What follows belongs to an exercise in optimizing a design on an open flow for small area; a production flow would make more cautious choices. Only simulation tests tie the RTL to the original design; equivalence was not proved. Power and IR drop assume default switching activity.

==> flow/design.v <==
`timescale 1ns / 1ps
module parking(
    input clk,
    input sw,
    input rst,
    input come, place, stop_car,
    output reg full_switch,
    output reg [15:0] stop_place_num_light, 
    input leave,
    input [3:0] outplace_carnum,
    output reg count_down,empty_switch,
    output reg [6:0] money,stop_time,
    output reg [127:0] car_leave_light,
    input [3:0]keyboard_val,
    input pay,
    input empty,change,
    input [3:0] initial_money,   
    input [2:0] per_money,
    input [3:0] place_number,
    output reg [119:0] information_light,
    output reg [55:0] pay_light,
    input time_end,
    output reg allpay
);
    reg [6:0] carplaceA[7:0],carplaceB[7:0];
    wire [7:0] A,B;
    reg A0,A1,A2,A3,A4,A5,A6,A7,B0,B1,B2,B3,B4,B5,B6,B7;
    reg [2:0]empty_place;
    reg [15:0] stop_time_light,money_light;
    reg [3:0]initial_mon;
    reg [2:0]per;
    reg [3:0]place_num;
    reg [13:0] cnt_first,cnt_second;
    reg [7:0] initial_money_light,place_number_light,A_light,B_light;
    reg [7:0] per_money_light,A_rest_light,B_rest_light;
    integer i,j,restA,restB;
    reg [7:0]haspay;
    reg pay_off;
    reg [1:0]t1;
    assign A = {A0,A1,A2,A3,A4,A5,A6,A7};
    assign B = {B0,B1,B2,B3,B4,B5,B6,B7};
    localparam [13:0] FIRST_WRAP  = 14'd4;
    localparam [13:0] SECOND_WRAP = 14'd9;
    localparam [13:0] PARK_SLOT   = 14'd1;
    always@(posedge clk)
        if(rst) cnt_first <= 14'd0;
        else if(cnt_first ==FIRST_WRAP)
        cnt_first<= 14'd0;
        else cnt_first <= cnt_first+1'b1;
    always@(posedge clk)
        if(rst) cnt_second <= 14'd0;
        else if(cnt_second == SECOND_WRAP) cnt_second <= 14'd0;
        else if (cnt_first == FIRST_WRAP) cnt_second<=cnt_second+1'b1;
    reg [3:0] kv_q;
    reg [7:0] haspay_n;
    reg [1:0] t1_n;
    reg allpay_n;
    always@(posedge clk) begin
    kv_q <= keyboard_val;
    if(rst ==1) begin
        t1 <= 0;
        haspay <= 0;
        allpay <= 0;
    end
    else if(keyboard_val != kv_q) begin
        t1_n = t1;
        haspay_n = haspay;
        allpay_n = allpay;
        if(keyboard_val == 4'hA) begin
            allpay_n = 0;
            t1_n = 0;
        end
        if(keyboard_val == 4'hD) begin
                    allpay_n = 1;
                    t1_n = 0;
         end
        if(pay&&allpay_n == 0)begin
        if(t1_n == 0) begin
            haspay_n = keyboard_val*10+haspay_n;
            t1_n = t1_n+1;
        end
        if(t1_n ==1) begin
            haspay_n =keyboard_val+haspay_n;
            t1_n = t1_n+1;
        end
        end
        t1 <= t1_n;
        haspay <= haspay_n;
        allpay <= allpay_n;
    end
    end
always @(posedge clk) begin
if(rst) begin
        {A0,A1,A2,A3,A4,A5,A6,A7} = 8'b00000000;
        {B0,B1,B2,B3,B4,B5,B6,B7} = 8'b00000000;
        for(j=0;j<8;j=j+1) begin
            carplaceA[j] <= 7'd0;
            carplaceB[j] <= 7'd0;
        end
        full_switch = 0;
        initial_mon = 4'b1001;
        place_num = 4'b1000;
        per = 3'b101;
        empty_place = 3'b000;
        stop_place_num_light = 16'd0;
        count_down = 0;
        empty_switch = 0;
        money = 7'd0;
        stop_time = 7'd0;
        car_leave_light = 128'd0;
        information_light = 120'd0;
        pay_light = 56'd0;
        stop_time_light = 16'd0;
        money_light = 16'd0;
        initial_money_light = 8'd0;
        per_money_light = 8'd0;
        A_rest_light = 8'd0;
        B_rest_light = 8'd0;
        pay_off = 0;
end
else begin
        if(cnt_second == SECOND_WRAP) begin
            if(A0==1&&carplaceA[0]<99) carplaceA[0]<=carplaceA[0]+1;
            if(A1==1&&carplaceA[1]<99) carplaceA[1]<=carplaceA[1]+1;
            if(A2==1&&carplaceA[2]<99) carplaceA[2]<=carplaceA[2]+1;
            if(A3==1&&carplaceA[3]<99) carplaceA[3]<=carplaceA[3]+1;
            if(A4==1&&carplaceA[4]<99) carplaceA[4]<=carplaceA[4]+1;
            if(A5==1&&carplaceA[5]<99) carplaceA[5]<=carplaceA[5]+1;
            if(A6==1&&carplaceA[6]<99) carplaceA[6]<=carplaceA[6]+1;
            if(A7==1&&carplaceA[7]<99) carplaceA[7]<=carplaceA[7]+1;
            if(B0==1&&carplaceB[0]<99) carplaceB[0]<=carplaceA[0]+1;
            if(B1==1&&carplaceB[1]<99) carplaceB[1]<=carplaceB[1]+1;
            if(B2==1&&carplaceB[2]<99) carplaceB[2]<=carplaceB[2]+1;
            if(B3==1&&carplaceB[3]<99) carplaceB[3]<=carplaceB[3]+1;
            if(B4==1&&carplaceB[4]<99) carplaceB[4]<=carplaceB[4]+1;
            if(B5==1&&carplaceB[5]<99) carplaceB[5]<=carplaceB[5]+1;
            if(B6==1&&carplaceB[6]<99) carplaceB[6]<=carplaceB[6]+1;
            if(B7==1&&carplaceB[7]<99) carplaceB[7]<=carplaceB[7]+1;
        end
    if(empty&&sw&&come ==0&&leave ==0&&stop_car==0) begin
        {A0,A1,A2,A3,A4,A5,A6,A7} = 8'b00000000;
        {B0,B1,B2,B3,B4,B5,B6,B7} = 8'b00000000;    
    end
    if(~change&&sw&&come ==0&&leave ==0&&stop_car == 0) begin
        restA = 0;
        restB = 0;
        initial_mon = initial_money;
        place_num = place_number;
        per = per_money;
        i = 0;
        if(i<place_num) begin
            if(A0 == 0) begin
                restA = restA+1;
            end
            i = i+1;
        end
        if(i<place_num) begin
            if(A1 == 0) begin
                restA = restA+1;
            end
            i = i+1;
        end
        if(i<place_num) begin
            if(A2 == 0) begin
                restA = restA+1;
            end
            i = i+1;
        end
        if(i<place_num) begin
            if(A3 == 0) begin
                restA = restA+1;
            end
            i = i+1;
        end
        if(i<place_num) begin
            if(A4 == 0) begin
                restA = restA+1;
            end
            i = i+1;
        end
        if(i<place_num) begin
            if(A5 == 0) begin
                restA = restA+1;
            end
            i = i+1;
        end
        if(i<place_num) begin
            if(A6 == 0) begin
                restA = restA+1;
            end
            i = i+1;
        end
        if(i<place_num) begin
            if(A7 == 0) begin
                restA = restA+1;
            end
            i = i+1;
        end
        i = 0;
        if(i<place_num) begin
            if(B0 == 0) begin
                restB = restB+1;
            end
            i = i+1;
        end
        if(i<place_num) begin
            if(B1 == 0) begin
                restB = restB+1;
            end
            i = i+1;
        end
        if(i<place_num) begin
            if(B2 == 0) begin
                restB = restB+1;
            end
            i = i+1;
        end
        if(i<place_num) begin
            if(B3 == 0) begin
                restB = restB+1;
            end
            i = i+1;
        end
        if(i<place_num) begin
            if(B4 == 0) begin
                restB = restB+1;
            end
            i = i+1;
        end
        if(i<place_num) begin
            if(B5 == 0) begin
                restB = restB+1;
            end
            i = i+1;
        end
        if(i<place_num) begin
            if(B6 == 0) begin
                restB = restB+1;
            end
            i = i+1;
        end
        if(i<place_num) begin
            if(B7 == 0) begin
                restB = restB+1;
            end
            i = i+1;
        end
        case (restA)
            4'b0000:A_rest_light = 8'b11000000;
            4'b0001:A_rest_light = 8'b11111001;
            4'b0010:A_rest_light = 8'b10100100;
            4'b0011:A_rest_light = 8'b10110000;
            4'b0100:A_rest_light = 8'b10011001;
            4'b0101:A_rest_light = 8'b10010010;
            4'b0110:A_rest_light = 8'b10000010;
            4'b0111:A_rest_light = 8'b11111000;
            4'b1000:A_rest_light = 8'b10000000;
            default:A_rest_light = 8'b11111111;
        endcase
        case (restB)
            4'b0000:B_rest_light= 8'b11000000;
            4'b0001:B_rest_light = 8'b11111001;
            4'b0010:B_rest_light = 8'b10100100;
            4'b0011:B_rest_light = 8'b10110000;
            4'b0100:B_rest_light = 8'b10011001;
            4'b0101:B_rest_light = 8'b10010010;
            4'b0110:B_rest_light = 8'b10000010;
            4'b0111:B_rest_light = 8'b11111000;
            4'b1000:A_rest_light = 8'b10000000;
            default:B_rest_light = 8'b11111111;
        endcase
        case (initial_mon)
            4'b0000:initial_money_light = 8'b11000000;
            4'b0001:initial_money_light = 8'b11111001;
            4'b0010:initial_money_light = 8'b10100100;
            4'b0011:initial_money_light = 8'b10110000;
            4'b0100:initial_money_light = 8'b10011001;
            4'b0101:initial_money_light = 8'b10010010;
            4'b0110:initial_money_light = 8'b10000010;
            4'b0111:initial_money_light = 8'b11111000;
            4'b1000:initial_money_light = 8'b10000000;
            4'b1001:initial_money_light = 8'b10010000;
            default:initial_money_light = 8'b11111111;
        endcase
        case (per)
            4'b0000:per_money_light = 8'b11000000;
            4'b0001:per_money_light = 8'b11111001;
            4'b0010:per_money_light = 8'b10100100;
            4'b0011:per_money_light = 8'b10110000;
            4'b0100:per_money_light = 8'b10011001;
            4'b0101:per_money_light = 8'b10010010;
            4'b0110:per_money_light = 8'b10000010;
            4'b0111:per_money_light = 8'b11111000;
            default:per_money_light = 8'b11111111;
        endcase
         information_light = {8'b10001000,A_rest_light,8'b11111111,8'b10000011,B_rest_light,8'b11111111,16'b10110110_10000111,initial_money_light,8'b11111111,16'b10000110_10001000,per_money_light};
    end
if(sw == 1&&come ==1&&leave ==0&&stop_car == 0) begin
        full_switch = 0;
        if(place == 1) begin
            if(A0 == 0) begin
                empty_place = 3'b000;
            end
            else if(A1 ==0) begin
                empty_place = 3'b001;
            end
            else if(A2 ==0) begin
                empty_place = 3'b010;
            end
            else if(A3 ==0) begin
                empty_place = 3'b011;
            end
            else if(A4 ==0) begin
                empty_place = 3'b100;
            end
            else if(A5 ==0) begin
                empty_place = 3'b101;
            end
            else if(A6 ==0) begin
                empty_place = 3'b110;
            end
            else if(A7 ==0) begin
                empty_place = 3'b111;
            end
            else begin
            full_switch = 1;
            end
            if(empty_place>=place_num) full_switch = 1;
        end
        else begin
            if(B0 == 0) begin
                empty_place = 000;
            end
            else if(B1 == 0) begin
                empty_place = 001;
            end
            else if(B2 == 0) begin
                empty_place = 010;
            end
            else if(B3 == 0) begin
                empty_place = 011;
            end
            else if(B4 == 0) begin
                empty_place = 100;
            end
            else if(B5 == 0) begin
                empty_place = 101;
            end
            else if(B6 == 0) begin
                empty_place = 110;
            end
            else if(B7 == 0) begin
                empty_place = 111;
            end
            else begin
            full_switch = 1;
            end
            if(empty_place>=place_num) full_switch = 1;
        end
end
if(sw == 1&&come ==1&&full_switch == 0&&leave ==0&&stop_car == 1) begin
 if(cnt_second == PARK_SLOT)begin
        if(place)
            case(empty_place)
                3'b000:begin stop_place_num_light = 16'b10001000_11000000;A0 = 1;end
                3'b001:begin stop_place_num_light = 16'b10001000_11111001;A1 = 1;end
                3'b010:begin stop_place_num_light = 16'b10001000_10100100;A2 = 1;end
                3'b011:begin stop_place_num_light = 16'b10001000_10110000;A3 = 1;end
                3'b100:begin stop_place_num_light = 16'b10001000_10011001;A4 = 1;end
                3'b101:begin stop_place_num_light = 16'b10001000_10010010;A5 = 1;end
                3'b110:begin stop_place_num_light = 16'b10001000_10000010;A6 = 1;end
                3'b111:begin stop_place_num_light = 16'b10001000_11111000;A7 = 1;end
                default:stop_place_num_light = 16'b11111111_11111111;
            endcase
        else 
            case(empty_place)
                3'b000:begin stop_place_num_light = 16'b10000011_11000000;B0 = 1;end
                3'b001:begin stop_place_num_light = 16'b10000011_11111001;B1 = 1;end
                3'b010:begin stop_place_num_light = 16'b10000011_10100100;B2 = 1;end
                3'b011:begin stop_place_num_light = 16'b10000011_10110000;B3 = 1;end
                3'b100:begin stop_place_num_light = 16'b10000011_10011001;B4 = 1;end
                3'b101:begin stop_place_num_light = 16'b10000011_10010010;B5 = 1;end
                3'b110:begin stop_place_num_light = 16'b10000011_10000010;B6 = 1;end
                3'b111:begin stop_place_num_light = 16'b10000011_11111000;B7 = 1;end
                default:stop_place_num_light = 16'b11111111_11111111;
            endcase
end
end
if(sw == 1&&come ==0&&full_switch == 0&&leave ==1&&stop_car == 0&&allpay ==0) begin
        empty_switch = 0;
        if(place) begin
            case(outplace_carnum)
                3'b000:if(A0 == 1) begin
                            stop_time = carplaceA[0];
                            if(carplaceA[0]>10) money = initial_mon+per*10;
                            else money = initial_mon+stop_time*per;
                       end
                       else empty_switch = 1;
                3'b001:if(A1 == 1) begin
                            stop_time = carplaceA[1];
                            if(carplaceA[1]>10) money = initial_mon+per*10;
                            else money = initial_mon+stop_time*per;
                       end
                       else empty_switch = 1;
                 3'b010:if(A2 == 1) begin
                           stop_time = carplaceA[2];
                           if(carplaceA[2]>10) money = initial_mon+per*10;
                           else money = initial_mon+stop_time*per;
                       end
                       else empty_switch = 1;                      
                3'b011:if(A3 == 1) begin
                           stop_time = carplaceA[3];
                           if(carplaceA[3]>10) money = initial_mon+per*10;
                              else money = initial_mon+stop_time*per;
                       end
                       else empty_switch = 1;                       
                3'b100:if(A4 == 1) begin
                           stop_time = carplaceA[4];
                           if(carplaceA[4]>10) money = initial_mon+per*10;
                              else money = initial_mon+stop_time*per;
                       end
                       else empty_switch = 1;                       
                3'b101:if(A5 == 1) begin
                           stop_time = carplaceA[5];
                           if(carplaceA[5]>10) money = initial_mon+per*10;
                              else money = initial_mon+stop_time*per;
                       end
                       else empty_switch = 1;   
                3'b110:if(A6 == 1) begin
                           stop_time = carplaceA[6];
                           if(carplaceA[6]>10) money = initial_mon+per*10;
                              else money = initial_mon+stop_time*per;
                       end
                       else empty_switch = 1;
                3'b111:if(A7 == 1) begin
                           stop_time = carplaceA[7];
                           if(carplaceA[7]>10) money = initial_mon+per*10;
                              else money = initial_mon+stop_time*per;
                       end
                       else empty_switch = 1;                                                       
            endcase
        end
        else begin
            case(outplace_carnum)
                3'b000:if(B0 == 1) begin
                            stop_time = carplaceB[0];
                            if(carplaceB[0]>10) money = initial_mon+per*10;
                            else money = initial_mon+stop_time*per;
                       end
                       else empty_switch = 1;
                3'b001:if(B1 == 1) begin
                            stop_time = carplaceB[1];
                            if(carplaceB[1]>10) money = initial_mon+per*10;
                            else money = initial_mon+stop_time*per;
                       end
                       else empty_switch = 1;
                3'b010:if(B2 == 1) begin
                            stop_time = carplaceB[2];
                            if(carplaceB[2]>10) money = initial_mon+per*10;
                            else money = initial_mon+stop_time*per;
                       end
                       else empty_switch = 1;                      
                3'b011:if(B3 == 1) begin
                            stop_time = carplaceB[3];
                            if(carplaceB[3]>10) money = initial_mon+per*10;
                            else money = initial_mon+stop_time*per;
                       end
                       else empty_switch = 1;                       
                 3'b100:if(B4 == 1) begin
                             stop_time = carplaceB[4];
                             if(carplaceB[4]>10) money = initial_mon+per*10;
                             else money = initial_mon+stop_time*per;
                        end
                        else empty_switch = 1;                       
                 3'b101:if(B5 == 1) begin
                             stop_time = carplaceB[5];
                             if(carplaceB[5]>10) money = initial_mon+per*10;
                             else money = initial_mon+stop_time*per;
                        end
                        else empty_switch = 1;   
                 3'b110:if(B6 == 1) begin
                             stop_time = carplaceB[6];
                             if(carplaceB[6]>10) money = initial_mon+per*10;
                             else money = initial_mon+stop_time*per;
                        end
                        else empty_switch = 1;
                 3'b111:if(B7 == 1) begin
                             stop_time = carplaceB[7];
                             if(carplaceB[7]>10) money = initial_mon+per*10;
                             else money = initial_mon+stop_time*per;
                        end
                        else empty_switch = 1;                                                       
            endcase
        end 
        case (stop_time/10)
            4'b0000:stop_time_light[15:8] = 8'b11000000;
            4'b0001:stop_time_light[15:8] = 8'b11111001;
            4'b0010:stop_time_light[15:8] = 8'b10100100;
            4'b0011:stop_time_light[15:8] = 8'b10110000;
            4'b0100:stop_time_light[15:8] = 8'b10011001;
            4'b0101:stop_time_light[15:8] = 8'b10010010;
            4'b0110:stop_time_light[15:8] = 8'b10000010;
            4'b0111:stop_time_light[15:8] = 8'b11111000;
            4'b1000:stop_time_light[15:8] = 8'b10000000;
            4'b1001:stop_time_light[15:8] = 8'b10010000;
            default: stop_time_light[15:8] = 8'b11111111;
        endcase
        case (stop_time-10*(stop_time/10))
            4'b0000:stop_time_light[7:0] = 8'b11000000;
            4'b0001:stop_time_light[7:0] = 8'b11111001;
            4'b0010:stop_time_light[7:0] = 8'b10100100;
            4'b0011:stop_time_light[7:0] = 8'b10110000;
            4'b0100:stop_time_light[7:0] = 8'b10011001;
            4'b0101:stop_time_light[7:0] = 8'b10010010;
            4'b0110:stop_time_light[7:0] = 8'b10000010;
            4'b0111:stop_time_light[7:0] = 8'b11111000;
            4'b1000:stop_time_light[7:0] = 8'b10000000;
            4'b1001:stop_time_light[7:0] = 8'b10010000;
            default: stop_time_light[7:0] = 8'b11111111;
        endcase
        case (money/10)
            4'b0000:money_light[15:8] = 8'b11000000;
            4'b0001:money_light[15:8] = 8'b11111001;
            4'b0010:money_light[15:8] = 8'b10100100;
            4'b0011:money_light[15:8] = 8'b10110000;
            4'b0100:money_light[15:8] = 8'b10011001;
            4'b0101:money_light[15:8] = 8'b10010010;
            4'b0110:money_light[15:8] = 8'b10000010;
            4'b0111:money_light[15:8] = 8'b11111000;
            4'b1000:money_light[15:8] = 8'b10000000;
            4'b1001:money_light[15:8] = 8'b10010000;
            default: money_light[15:8] = 8'b11111111;            
        endcase
        case (money-(money/10)*10)
            4'b0000:money_light[7:0] = 8'b11000000;
            4'b0001:money_light[7:0] = 8'b11111001;
            4'b0010:money_light[7:0] = 8'b10100100;
            4'b0011:money_light[7:0] = 8'b10110000;
            4'b0100:money_light[7:0] = 8'b10011001;
            4'b0101:money_light[7:0] = 8'b10010010;
            4'b0110:money_light[7:0] = 8'b10000010;
            4'b0111:money_light[7:0] = 8'b11111000;
            4'b1000:money_light[7:0] = 8'b10000000;
            4'b1001:money_light[7:0] = 8'b10010000;
            default: money_light[7:0] = 8'b11111111;            
        endcase
        count_down = ~count_down;
        pay_off = 0;
        car_leave_light = {32'b10000111_11110000_11001000_10000110,8'b11111111,stop_time_light,8'b1111111,40'b11001000_10100011_10101011_10000110_10010001,8'b11111111,money_light};
end
if(sw == 1&&come ==0&&full_switch == 0&&leave ==1&&stop_car == 0&&allpay ==1&&time_end== 0) begin
pay_light =56'b10000111_11110000_11001000_10000110_10000110_10101011_10100001 ;
end
if(sw == 1&&come ==0&&full_switch == 0&&leave ==1&&stop_car == 0&&allpay ==1&&time_end== 0&&pay_off ==0) begin
    if (money<haspay)begin
        money = haspay-money;
         case (money/10)
                            4'b0000: pay_light[15:8] = 8'b11000000;
                            4'b0001: pay_light[15:8] = 8'b11111001;
                            4'b0010: pay_light[15:8] = 8'b10100100;
                            4'b0011: pay_light[15:8] = 8'b10110000;
                            4'b0100: pay_light[15:8] = 8'b10011001;
                            4'b0101: pay_light[15:8] = 8'b10010010;
                            4'b0110: pay_light[15:8] = 8'b10000010;
                            4'b0111: pay_light[15:8] = 8'b11111000;
                            4'b1000: pay_light[15:8] = 8'b10000000;
                            4'b1001: pay_light[15:8] = 8'b10010000;
                            default: pay_light[15:8] = 8'b11111111;
                         endcase
                         case (money-(money/10)*10)
                             4'b0000: pay_light[7:0] = 8'b11000000;
                             4'b0001: pay_light[7:0] = 8'b11111001;
                             4'b0010: pay_light[7:0] = 8'b10100100;
                             4'b0011: pay_light[7:0] = 8'b10110000;
                             4'b0100: pay_light[7:0] = 8'b10011001;
                             4'b0101: pay_light[7:0] = 8'b10010010;
                             4'b0110: pay_light[7:0] = 8'b10000010;
                             4'b0111: pay_light[7:0] = 8'b11111000;
                             4'b1000: pay_light[7:0] = 8'b10000000;
                             4'b1001: pay_light[7:0] = 8'b10010000;
                             default: pay_light[7:0] = 8'b11111111;
                         endcase
            pay_light[55:16] =40'b10101011_10000110_10000110_10100001_11111111;
            count_down = ~count_down;
    end
    else begin
        money = haspay-money;
        case (money/10)
            4'b0000: pay_light[15:8] = 8'b11000000;
            4'b0001: pay_light[15:8] = 8'b11111001;
            4'b0010: pay_light[15:8] = 8'b10100100;
            4'b0011: pay_light[15:8] = 8'b10110000;
            4'b0100: pay_light[15:8] = 8'b10011001;
            4'b0101: pay_light[15:8] = 8'b10010010;
            4'b0110: pay_light[15:8] = 8'b10000010;
            4'b0111: pay_light[15:8] = 8'b11111000;
            4'b1000: pay_light[15:8] = 8'b10000000;
            4'b1001: pay_light[15:8] = 8'b10010000;
            default: pay_light[15:8] = 8'b11111111;
        endcase
        case (money-(money/10)*10)
            4'b0000: pay_light[7:0] = 8'b11000000;
            4'b0001: pay_light[7:0] = 8'b11111001;
            4'b0010: pay_light[7:0] = 8'b10100100;
            4'b0011: pay_light[7:0] = 8'b10110000;
            4'b0100: pay_light[7:0] = 8'b10011001;
            4'b0101: pay_light[7:0] = 8'b10010010;
            4'b0110: pay_light[7:0] = 8'b10000010;
            4'b0111: pay_light[7:0] = 8'b11111000;
            4'b1000: pay_light[7:0] = 8'b10000000;
            4'b1001: pay_light[7:0] = 8'b10010000;
            default: pay_light[7:0] = 8'b11111111;
        endcase
        pay_light[55:16] =40'b10000011_10001000_11000110_10001010_11111111;
        if(place) begin
            case(outplace_carnum)
                3'b000:A0 = 1;
                3'b001:A1 = 1;
                3'b010:A2 = 1;
                3'b011:A3 = 1;
                3'b100:A4 = 1;
                3'b101:A5 = 1;
                3'b110:A6 = 1;
                3'b111:A7 = 1;
            endcase
        end
        else begin
            case(outplace_carnum)
                3'b000:B0 = 1;
                3'b001:B1 = 1;
                3'b010:B2 = 1;
                3'b011:B3 = 1;
                3'b100:B4 = 1;
                3'b101:B5 = 1;
                3'b110:B6 = 1;
                3'b111:B7 = 1;
            endcase
        end
        pay_off =1;
    end
end
end
end
endmodule
==> flow/run.sh <==
#!/bin/bash
# synth_recipe.tcl (not shown) runs the flow's synth.tcl, then flattens the netlist and writes it again
# the make line also repeats each setting of config.mk as NAME=value (left out here)
make -C /OpenROAD-flow-scripts/flow DESIGN_CONFIG=/design/flow/config.mk WORK_HOME=/design/flow/orfs CLKGATE_MAP_FILE= SYNTH_SCRIPT=/design/flow/synth_recipe.tcl finish
==> flow/config.mk <==
export PLATFORM = sky130hd
export DESIGN_NAME = parking
export DESIGN_NICKNAME = parking
export VERILOG_FILES = /design/flow/design.v
export SDC_FILE = /design/flow/constraint.sdc
export NUM_CORES = 4
export LEC_CHECK = 0
export CAP_MARGIN = 20
export CORE_MARGIN = 2
export CORE_UTILIZATION = 40
export SLEW_MARGIN = 20
==> flow/constraint.sdc <==
create_clock -name core_clock -period 20.0 [get_ports {clk}]
set_input_delay 4.0000 -clock core_clock [delete_from_list [all_inputs] [get_ports {clk}]]
set_output_delay 4.0000 -clock core_clock [all_outputs]
set_load 0.01 [all_outputs]
==> notes.md <==
status no timing/DRC/antenna violations; die area 90,060 um2; Finished Cell Area 38,700 um2; worst setup path class in -> reg; setup bufs post-CTS 0; Overall Global Routing Usage 0.3004; DP Wirelength 107.3 mm; Final TNS setup 0 ps; final hold vios 0; worst path required time 20,460 ps; crit path DAT 18,530 ps; initial antenna violation count 1; CP max stage cell nor4_1; Gate Count Post-Synth 4,640; die width 300.1 um; Num CTS Buffers 37; max incr delay on CP 1050 ps; Routed Wire Length 139.6 mm; Final min period 18,070 ps; Setup-failing EPs final 0; commonest non-fill, non-tap cells in the layout 550 x nand2_1, 475 x nor2_1, 347 x ha_1, 315 x inv_1, 292 x dfxtp_1; hold_ws 448.7 ps; post-synthesis sequential area ratio 0.1667; DR WL/cell 23.99 um; reg-to-reg startpoint per[2]; r2r worst-path depth 50; non-filler cells, final 5,820; Worst Path Max Fanout 28; Initial Util 0.4036; clk_skew 34.55 ps; hold depth 2; CP startpoint sw; RR Endpoint pay_light[5]; yosys warns 3; Pwr Total 2.900 mW; power per standard cell area 74.94 nW/um2; Die Y 300.1 um; core area 86,890 um2; Hold-fix buffers, CTS 0; first-pass GRT wire length 206.5 mm; 1st-iter DRT viols 3,698; Post-DP Area 37,550 um2; main flop type after synthesis dfxtp_1; DP Cell Count 5,754; Avg Cell Area, Syn 7.558 um2; Max Freq 55.33 MHz; asr flop ratio synth 0; layout cells sized above 1 0.06112; CP Capture Type flop; Final WS setup 1927 ps; port bufs 269; Syn-to-layout area delta 10.35%; Post-layout nets 5,138; htree depth 2; hold path start pay_light[10]; gpl congestion 1.073; number of unique standard cell types used by synthesis 118; Row Count 108; commonest non-fill, non-tap cell in the layout nand2_1; FF-to-FF setup slack 6260 ps; Clock transition at path regs 50 ps; fill count 8,936; Peak VDD IR 162.2 uV; critical path startpoint category input port; vias per cell 5.882; Netlist Area Pre-Place 35,070 um2; CTS root buf clkbuf_16; Final Core Density 0.4454; GRT Residual Overflow 0; synthesized flop and latch total 292; worst-skew pair later-pin latency 600 ps; via count 34,230; largest net degree at the start of global routing 85; Post-synth EDFFs 0; Final Max Slew Viols 0; CP dominant cell by count ha_1; CTS tree yes; Least-Margin Pin Slew 1229 ps; Hold Path Sink pay_light[10]; PostCTS Resize Cnt 0; DRC Markers 0; drt pass-1 iters 7; DRT antenna net count 0; vias in the first global route 32,080; clk sinks 292; post-place setup slack 1590 ps; unrepaired setup endpoints after global routing false; total of max-cap violations 0; clock buffer depth 3; relative slew slack 0.1734; Hold Path Class reg -> reg; leak pwr 15.95 nW; I/O pin count 368; Final period util 0.9036
worst max path at each step:
stage | end | slack [ps] | depth (start not counted)
4_1_cts | pay_light[5] | 2200 | 51
6_report | pay_light[5] | 1930 | 51
2_1_floorplan | pay_light[2] | 3210 | 48
5_1_grt | pay_light[5] | 1110 | 49
3_3_place_gp | pay_light[2] | 1630 | 48
3_5_place_dp | pay_light[5] | 1590 | 51
synth_stat cells (all sizes together), types with 15 or more instances:
master / number / area [um2]
a2111oi: 27 / 251.5
a211oi: 80 / 610.6
a21boi: 25 / 187.7
a21o: 53 / 397.9
a21oi: 288 / 1453
a22oi: 35 / 267.8
a31oi: 40 / 256.5
and2: 46 / 287.8
and3: 37 / 231.5
and4: 19 / 166.4
buf: 293 / 2077
clkbuf: 210 / 792.0
dfxtp: 292 / 5846
fa: 123 / 2462
ha: 347 / 4342
inv: 322 / 1209
mux2: 30 / 337.8
mux2i: 77 / 770.7
nand2: 552 / 2072
nand2b: 44 / 275.3
nand3: 96 / 485.5
nand4: 67 / 419.2
nor2: 481 / 1808
nor2b: 42 / 262.8
nor3: 88 / 471.7
nor4: 30 / 212.7
nor4b: 15 / 143.9
o211ai: 32 / 255.3
o21a: 22 / 172.7
o21ai: 210 / 1070
o21bai: 16 / 120.1
o22ai: 16 / 100.1
or2: 23 / 143.9
or3: 29 / 186.4
xnor2: 133 / 1165
xor2: 138 / 1209
logic make-up (layout without fill, tap and decap cells):
group / Yosys count / count (layout) / synth area share
simple gates: 1623 / 1623 / 0.2179
compound gates: 1034 / 1034 / 0.1971
buf+inv: 826 / 751 / 0.1164
fa+ha+maj: 475 / 475 / 0.1955
flops: 292 / 292 / 0.1667
xor+xnor: 282 / 282 / 0.07474
mux: 107 / 107 / 0.03161
other cells: 1 / 101 / 0.0001069
critical path, delay by kind of cell:
kind                     cells  cell delay (ps)
AO/OA/AOI/OAI               13             3280
adder cells (fa/ha/maj)     12             4070
AND/OR/NAND/NOR             14             4210
buffers and inverters        8             1790
multiplexers                 1              470
XOR/XNOR                     3              640
where the power goes:
part / internal (mW) / switching (mW)
Clock: 0.374 / 0.285
Sequential: 0.593 / 0.0109
Combinational: 0.661 / 0.977
routing by layer:
layer | vias to the layer above | wire (um) | global-route usage
met2 | 1647 | 59210 | 0.4589
met3 | 468 | 14210 | 0.08592
met1 | 16340 | 57530 | 0.3850
met4 | 0 | 8681 | 0.1532
met5 | - | 0 | 0
li1 | 15780 | - | -
cell type report:
class	count	area, um2	share of cell area
sequential	292	5846	0.1510
tap	1155	1445	0.03734
antenna	2	5.005	0.0001293
multi-input combinational	3620	25620	0.6619
inverter	323	1212	0.03133
timing repair buffer	364	3438	0.08884
clock inverter	11	101.3	0.002619
clock buffer	53	1036	0.02677
sequential cells by signal, summed over array words and instances, names as in the netlist, 2 cells and up:
register / cells
per: 3
stop_time: 7
carplaceA: 56
B_rest_light: 7
t1: 2
kv_q: 4
cnt_second: 14
information_light: 23
stop_place_num_light: 10
place_num: 4
cnt_first: 14
money: 7
initial_mon: 4
empty_place: 3
carplaceB: 56
pay_light: 20
haspay: 8
car_leave_light: 29

[afterwards: timing with drivers on the ports]
How much do the figures lean on ideal ports? The routed layout below was timed once more, with nothing changed but the port constraints. Step 1 (the two cells are an assumption about what drives the block):
set clk [get_ports {clk}]
set_driving_cell -lib_cell sky130_fd_sc_hd__clkbuf_16 $clk
set_driving_cell -lib_cell sky130_fd_sc_hd__buf_2 [delete_from_list [all_inputs] $clk]
Step 2, shift: input delay + t, output delay - t, t = (earliest + latest rising clock arrival at the registers) / 2. This alone moves slack from input paths to output paths. Three values: ideal, step 1, step 2; two values: the first two.
shift t [ns]: 0.651
setup WS [ns]: 1.927 / 1.966 / 1.314
hold slack, ns: 0.449 / 0.449 / 0.449
clock arrival spread, ns: 0.034 / 0.035
worst register clock-pin slew, ns: 0.07 / 0.07
After both steps this run still meets setup and hold. The setup slack of this run moves by +0.039 ns with the drivers and by -0.613 ns with both steps.
